What follows belongs to an exercise in optimizing a design on an open flow for small area and a short achievable clock period; a production flow would make more cautious choices. No activity file was given, so power comes from the tool's default toggle rates.

the previous run:
Design top_fp_mul_N32_M23_E8, start of the top module:
module top_fp_mul_N32_M23_E8(input  wire clk,
                             input  wire [31:0] a1,
                             input  wire [31:0] b1,
                             output wire [31:0] y);
For scale: about 1900 cells after synthesis, roughly 140 flip-flops, about 17000 sq um of cells after synthesis.
Settings: LEC_CHECK=0, ABC_AREA=1, CAP_MARGIN=20, CORE_MARGIN=2, CORE_UTILIZATION=40, SETUP_SLACK_MARGIN=3.5, SLEW_MARGIN=20, SYNTH_HIERARCHICAL=1; clock period 8.5 ns.
standard.sh (not shown) runs the stock make flow with config.mk's settings and CLKGATE_MAP_FILE= SYNTH_SCRIPT=/design/flow/synth_recipe.tcl, a recipe that flattens the netlist after the stock synthesis.
==> flow/flow/run.sh <==
#!/bin/bash
bash standard.sh MATCH_CELL_FOOTPRINT=0 "BUFFER_PORTS_ARGS=-buffer_cell sky130_fd_sc_hd__buf_2" finish > standard.log 2>&1
Relative to the previous run, the following input files were edited for the current run:
diff --git a/flow/design.v b/flow/design.v
--- a/flow/design.v
+++ b/flow/design.v
@@ -1228,25 +1228,62 @@
   fa u561 (.a(pp11[20]), .b(pp9[24]), .ci(c553), .s(s560), .co(c561));
   fa u563 (.a(s558), .b(c555), .ci(s560), .s(s562), .co(c563));
   fa u565 (.a(nneg[9]), .b(ra[18]), .ci(ra[19]), .s(s564), .co(c565));
   fa u567 (.a(pp10[23]), .b(pp11[21]), .ci(s564), .s(s566), .co(c567));
   fa u569 (.a(c559), .b(s566), .ci(c561), .s(s568), .co(c569));
   fa u571 (.a(i10), .b(c565), .ci(pp10[24]), .s(s570), .co(c571));
   fa u573 (.a(pp11[22]), .b(c567), .ci(s570), .s(s572), .co(c573));
   fa u575 (.a(nneg[10]), .b(ra[20]), .ci(ra[21]), .s(s574), .co(c575));
   fa u577 (.a(pp11[23]), .b(s574), .ci(c571), .s(s576), .co(c577));
   fa u579 (.a(i11), .b(c575), .ci(pp11[24]), .s(s578), .co(c579));
   wire [18:0] lx = {c155, c139, c123, c109, c95, s92, c71, c61, c51, s48, c35, s32, s26, s20, s16, c13, pp1[0], pp0[1], neg[0]};
   wire [18:0] ly = {s172, s154, s138, s122, s108, s94, s82, s70, s60, s50, s42, s34, s28, s22, s18, s14, s12, 1'b0, pp0[0]};
-  wire [19:0] lsum = {1'b0, lx} + {1'b0, ly};
+  wire cg1 = (lx[1] & ly[1]) | ((lx[1] | ly[1]) & (lx[0] & ly[0]));
+  wire cp1 = (lx[1] | ly[1]) & (lx[0] | ly[0]);
+  wire cg2 = (lx[3] & ly[3]) | ((lx[3] | ly[3]) & (lx[2] & ly[2]));
+  wire cp2 = (lx[3] | ly[3]) & (lx[2] | ly[2]);
+  wire cg3 = cg2 | (cp2 & cg1);
+  wire cp3 = cp2 & cp1;
+  wire cg4 = (lx[4] & ly[4]) | ((lx[4] | ly[4]) & cg3);
+  wire cp4 = (lx[4] | ly[4]) & cp3;
+  wire cg5 = (lx[5] & ly[5]) | ((lx[5] | ly[5]) & cg4);
+  wire cp5 = (lx[5] | ly[5]) & cp4;
+  wire cg6 = (lx[6] & ly[6]) | ((lx[6] | ly[6]) & cg5);
+  wire cp6 = (lx[6] | ly[6]) & cp5;
+  wire cg7 = (lx[7] & ly[7]) | ((lx[7] | ly[7]) & cg6);
+  wire cp7 = (lx[7] | ly[7]) & cp6;
+  wire cg8 = (lx[8] & ly[8]) | ((lx[8] | ly[8]) & cg7);
+  wire cp8 = (lx[8] | ly[8]) & cp7;
+  wire cg9 = (lx[9] & ly[9]) | ((lx[9] | ly[9]) & cg8);
+  wire cp9 = (lx[9] | ly[9]) & cp8;
+  wire cg10 = (lx[11] & ly[11]) | ((lx[11] | ly[11]) & (lx[10] & ly[10]));
+  wire cp10 = (lx[11] | ly[11]) & (lx[10] | ly[10]);
+  wire cg11 = (lx[12] & ly[12]) | ((lx[12] | ly[12]) & cg10);
+  wire cp11 = (lx[12] | ly[12]) & cp10;
+  wire cg12 = cg11 | (cp11 & cg9);
+  wire cp12 = cp11 & cp9;
+  wire cg13 = (lx[14] & ly[14]) | ((lx[14] | ly[14]) & (lx[13] & ly[13]));
+  wire cp13 = (lx[14] | ly[14]) & (lx[13] | ly[13]);
+  wire cg14 = (lx[16] & ly[16]) | ((lx[16] | ly[16]) & (lx[15] & ly[15]));
+  wire cp14 = (lx[16] | ly[16]) & (lx[15] | ly[15]);
+  wire cg15 = (lx[18] & ly[18]) | ((lx[18] | ly[18]) & (lx[17] & ly[17]));
+  wire cp15 = (lx[18] | ly[18]) & (lx[17] | ly[17]);
+  wire cg16 = cg13 | (cp13 & cg12);
+  wire cp16 = cp13 & cp12;
+  wire cg17 = cg15 | (cp15 & cg14);
+  wire cp17 = cp15 & cp14;
+  wire cg18 = cg17 | (cp17 & cg16);
+  wire cp18 = cp17 & cp16;
+  wire [19:19] lsum;
+  assign lsum[19] = cg18;
   wire [3:0] mx = {c231, c211, c191, s188};
   wire [3:0] my = {s250, s230, s210, s190};
   wire x23 = s272;
   wire [15:0] lgx = {c531, c521, c509, c497, c483, c469, c453, c437, c419, c401, c381, c361, c339, c317, c295, c273};
   wire [15:0] lgy = {s540, s530, s520, s508, s496, s482, s468, s452, s436, s418, s400, s380, s360, s338, s316, s294};
   wire [7:0] hgx = {c579, c577, c573, c569, c563, c557, c549, c541};
   wire [7:0] hgy = {i11, s578, s576, s572, s568, s562, s556, s548};
   wire [7:0] hg0 = hgx & hgy;
   wire [7:0] hp0 = hgx ^ hgy;
   wire [7:0] hg1 = {(hg0[7] | (hp0[7] & hg0[6])), (hg0[6]), (hg0[5] | (hp0[5] & hg0[4])), (hg0[4]), (hg0[3] | (hp0[3] & hg0[2])), (hg0[2]), (hg0[1] | (hp0[1] & hg0[0])), (hg0[0])};
   wire [7:0] hp1 = {(hp0[7] & hp0[6]), (hp0[6]), (hp0[5] & hp0[4]), (hp0[4]), (hp0[3] & hp0[2]), (hp0[2]), (hp0[1] & hp0[0]), (hp0[0])};
   wire [7:0] hg2 = {(hg1[7] | (hp1[7] & hg1[5])), (hg1[6] | (hp1[6] & hg1[5])), (hg1[5]), (hg1[4]), (hg1[3] | (hp1[3] & hg1[1])), (hg1[2] | (hp1[2] & hg1[1])), (hg1[1]), (hg1[0])};
Findings:
- No run among the previous run and the current run stopped early or left any final violation; all are clean.
- Period utilization was lower in the run labelled the previous run.
- Wire length (the current run over the previous run): increase, 260 um
- The previous run has a higher clock share of power than the current run.
- The current run reports a lower met3 wire length than the previous run does.
- Comparing the previous run and the current run, the lower layout clock buffer count is on the current run.
No functional check of the RTL was part of any run of this note.

==> afterwards: timing with drivers on the ports <==
In the flow no input, the clock included, has a driving cell. The finished layouts below were timed again as built, in two steps. Step 1 sets driving cells, clkbuf_16 on the clock port and buf_2 on the other inputs (assumed; they add their load-dependent delay and slew). Step 2 times the ports against the registers' clock, not the clock port: input delays grow and output delays shrink by t, the midpoint of the rising clock arrivals with the driver on. Slacks: ideal / step 1 / step 2; pairs: ideal / step 1.
run | shift t [ns] | setup slack, ns | latest minus earliest clock arrival (ns) | cell pins on the clock port's net
the previous run | 0.487 | 3.742 / 3.712 / 3.742 | 0.012 / 0.013 | 1
the current run | 0.492 | 3.674 / 3.674 / 3.674 | 0.019 / 0.018 | 1
After both steps every run listed still meets setup and hold.
